Background: an optimization exercise with open tools, aiming at small area and a short achievable clock period. Do not read the settings as production practice.
In this exercise RTL edits were held to simulation tests only and were not proved equivalent to the original.
No activity file was given, so power comes from the tool's default toggle rates.

==> v22 <==
## RISC_top
module RISC_top(
    input clk,rst,
    output [15:0] imem_addr,
    input  [31:0] imem_data,
    output        dmem_we,
    output [5:0]  dmem_addr,
    output [31:0] dmem_wdata,
    input  [31:0] dmem_rdata,
    output        wb_we,
    output [4:0]  wb_addr,
    output [31:0] wb_data
    );
clock: 8.0 ns
lec_check: 0
cap_margin: 20
core_margin: 2
core_utilization: 40
cts_cluster_diameter: 80
cts_cluster_size: 20
setup_slack_margin: 5.0
slew_margin: 20
synth_hierarchical: 1
standard.sh (not shown) runs the stock make flow with config.mk's settings and CLKGATE_MAP_FILE= SYNTH_SCRIPT=/design/flow/synth_recipe.tcl, a recipe that flattens the netlist after the stock synthesis.
==> flow/flow/run.sh <==
#!/bin/bash
# The standard layout (standard.sh) with two layout choices changed:
#  - the input and output ports are buffered with buf_2 cells
#  - clock tree synthesis uses large sink clusters and inserts no dummy loads
# make's full output goes to flow.log in this folder; ORFS's per-step logs
# stay under orfs/logs.
set -euo pipefail
bash standard.sh \
  'BUFFER_PORTS_ARGS=-buffer_cell sky130_fd_sc_hd__buf_2' \
  'CTS_ARGS=-sink_clustering_enable -repair_clock_nets -sink_clustering_size 20 -sink_clustering_max_diameter 80 -dont_use_dummy_load' \
  finish > flow.log 2>&1
==> inputs of v18, as changes to v22 <==
==> flow/run.sh (new file) <==
#!/bin/bash
# synth_recipe.tcl (not shown) runs the flow's synth.tcl, then flattens the netlist and writes it again
# the make line also repeats each setting of config.mk as NAME=value (left out here)
make -C /OpenROAD-flow-scripts/flow DESIGN_CONFIG=/design/flow/config.mk WORK_HOME=/design/flow/orfs CLKGATE_MAP_FILE= SYNTH_SCRIPT=/design/flow/synth_recipe.tcl finish
- TNS_END_PERCENT: unset -> 0
removed: flow/flow/run.sh
removed: flow/standard.sh
==> inputs of v13, as changes to v22 <==
==> flow/flow/run.sh (replaced) <==
#!/bin/bash
# The standard layout (standard.sh) with three layout choices changed:
#  - the input and output ports are buffered with buf_2 cells
#  - clock tree synthesis uses large sink clusters and inserts no dummy loads
# make's full output goes to flow.log in this folder; ORFS's per-step logs
# stay under orfs/logs.
set -euo pipefail
bash standard.sh \
  'BUFFER_PORTS_ARGS=-buffer_cell sky130_fd_sc_hd__buf_2' \
  'CTS_ARGS=-sink_clustering_enable -repair_clock_nets -sink_clustering_size 20 -sink_clustering_max_diameter 80 -dont_use_dummy_load' \
  'SETUP_SLACK_MARGIN=5.5' \
  finish > flow.log 2>&1
- CORE_UTILIZATION: 40 -> 45
==> summary of the runs <==
- Clock skew, highest first: v22, v13, v18.
- Between v13 and v18, the lower via count is in v18 (gap 3.0%, measured against v18).
- Between v13 and v18, the lower combinational power is in v18 (gap 30%, measured against v18).
- The highest maximum frequency belongs to v13, the lowest to v18.
- Of v22 and v13, v22 has the higher sequential power (gap about 1%, measured against v13).

---

==> v5 <==
Starting RTL as in the previous note.
clock: 8.0 ns
lec_check: 0
cap_margin: 20
core_margin: 2
core_utilization: 40
cts_cluster_diameter: 80
cts_cluster_size: 20
setup_slack_margin: 5.0
slew_margin: 20
synth_hierarchical: 1
==> flow/flow/run.sh <==
#!/bin/bash
# The standard layout (standard.sh) with three layout choices changed:
#  - the input and output ports are buffered with buf_2 cells
#  - clock tree synthesis uses large sink clusters and inserts no dummy loads
# make's full output goes to flow.log in this folder; ORFS's per-step logs
# stay under orfs/logs.
set -euo pipefail
bash standard.sh \
  'BUFFER_PORTS_ARGS=-buffer_cell sky130_fd_sc_hd__buf_2' \
  'CTS_ARGS=-sink_clustering_enable -repair_clock_nets -sink_clustering_size 20 -sink_clustering_max_diameter 80 -dont_use_dummy_load' \
  'SETUP_SLACK_MARGIN=5.3' \
  finish > flow.log 2>&1
==> v26: changes against v5 <==
==> flow/flow/run.sh (replaced) <==
#!/bin/bash
# The standard layout (standard.sh) with two layout choices changed:
#  - the input and output ports are buffered with buf_2 cells
#  - clock tree synthesis uses large sink clusters and inserts no dummy loads
# make's full output goes to flow.log in this folder; ORFS's per-step logs
# stay under orfs/logs.
set -euo pipefail
bash standard.sh \
  'BUFFER_PORTS_ARGS=-buffer_cell sky130_fd_sc_hd__buf_2' \
  'CTS_ARGS=-sink_clustering_enable -repair_clock_nets -sink_clustering_size 20 -sink_clustering_max_diameter 80 -dont_use_dummy_load' \
  finish > flow.log 2>&1
--- a/flow/config.mk
+++ b/flow/config.mk
@@ -7,9 +7,10 @@
 export LEC_CHECK = 0
 export CAP_MARGIN = 20
 export CORE_MARGIN = 2
-export CORE_UTILIZATION = 40
+export CORE_UTILIZATION = 50
 export CTS_CLUSTER_DIAMETER = 80
 export CTS_CLUSTER_SIZE = 20
 export SETUP_SLACK_MARGIN = 5.0
 export SLEW_MARGIN = 20
 export SYNTH_HIERARCHICAL = 1
+export TNS_END_PERCENT = 0
==> v37: changes against v5 <==
==> flow/run.sh (new file) <==
#!/bin/bash
# synth_recipe.tcl (not shown) runs the flow's synth.tcl, then flattens the netlist and writes it again
# the make line also repeats each setting of config.mk as NAME=value (left out here)
make -C /OpenROAD-flow-scripts/flow DESIGN_CONFIG=/design/flow/config.mk WORK_HOME=/design/flow/orfs CLKGATE_MAP_FILE= SYNTH_SCRIPT=/design/flow/synth_recipe.tcl finish
removed: flow/flow/run.sh
removed: flow/standard.sh
==> notes.md <==
item                                                   v26              v5         v37
Status                            timing/DRC/antenna clean  timing/DRC/antenna clean  timing/DRC/antenna clean
Area of the multi-input gates                   22100 um^2      23500 um^2  22700 um^2
Worst slack at placement                           4.31 ns         4.35 ns     4.11 ns
Net switching power                              0.00546 W       0.00576 W   0.00576 W
Critical path peak fanout                               21               5          18
Met3 Track Usage GR                                  21.4%           19.0%       17.4%
Non-clock inverter count                               123             125         123
Initial antenna violation count                         16              15          20
Worst-case setup margin in the final layout        4.52 ns         5.05 ns     4.84 ns
Proportion of total power due to net switching       33.0%           33.1%       33.2%
Die height                                          349 um          389 um      389 um
Category of the worst setup path capture point   flip-flop  primary output   flip-flop
Routed length on met3                             51100 um        53800 um    51000 um
GRT Total Usage                                      49.0%           39.5%       38.8%
Fraction of met2 tracks used by global routing       70.2%           56.1%       55.9%
HPWL after DPL                                   178000 um       175000 um   175000 um
Fraction of area in multi-input gates                34.3%           33.6%       33.5%
Routed metal-1 wire length                       100000 um       101000 um   101000 um
Width of the die                                    349 um          389 um      389 um
Detailed-routed wire length on met2              124000 um       124000 um   123000 um
Starting density of the core                         50.4%           40.2%       40.2%

[port drivers added, routing unchanged]
The flow's constraints put no driver on any port. The routed layouts listed below were extracted and timed again, unchanged, in two steps.
Step 1 sets driving cells, clkbuf_16 on the clock port and buf_2 on the other inputs (assumed; they add their load-dependent delay and slew).
Step 2 moves the port delays by t, midway between the first and last clock arrival at a register: inputs arrive t later, outputs are due t later. That takes back most of the time a late clock gives input paths.
a / b / c = no drivers / after step 1 / after step 2; a / b = the first two.
run	t (ns)	setup slack, ns	worst hold slack (ns)	clock arrival spread, ns
v22	0.764	4.825 / 4.825 / 4.825	0.345 / 0.345 / 0.345	0.124 / 0.125
v18	0.796	4.486 / 4.486 / 4.486	0.353 / 0.353 / 0.353	0.066 / 0.065
v13	0.778	5.048 / 4.963 / 5.048	0.351 / 0.351 / 0.351	0.112 / 0.112
v5	0.771	5.047 / 4.965 / 4.875	0.351 / 0.351 / 0.351	0.144 / 0.144
v26	0.756	4.518 / 4.518 / 4.518	0.353 / 0.353 / 0.353	0.110 / 0.110
v37	0.804	4.837 / 4.837 / 4.661	0.352 / 0.352 / 0.352	0.060 / 0.060
After both steps setup and hold are still met in every run listed. For v37, which loses most, drivers alone change the setup slack by 0.000 ns; drivers and shift together by -0.176 ns.
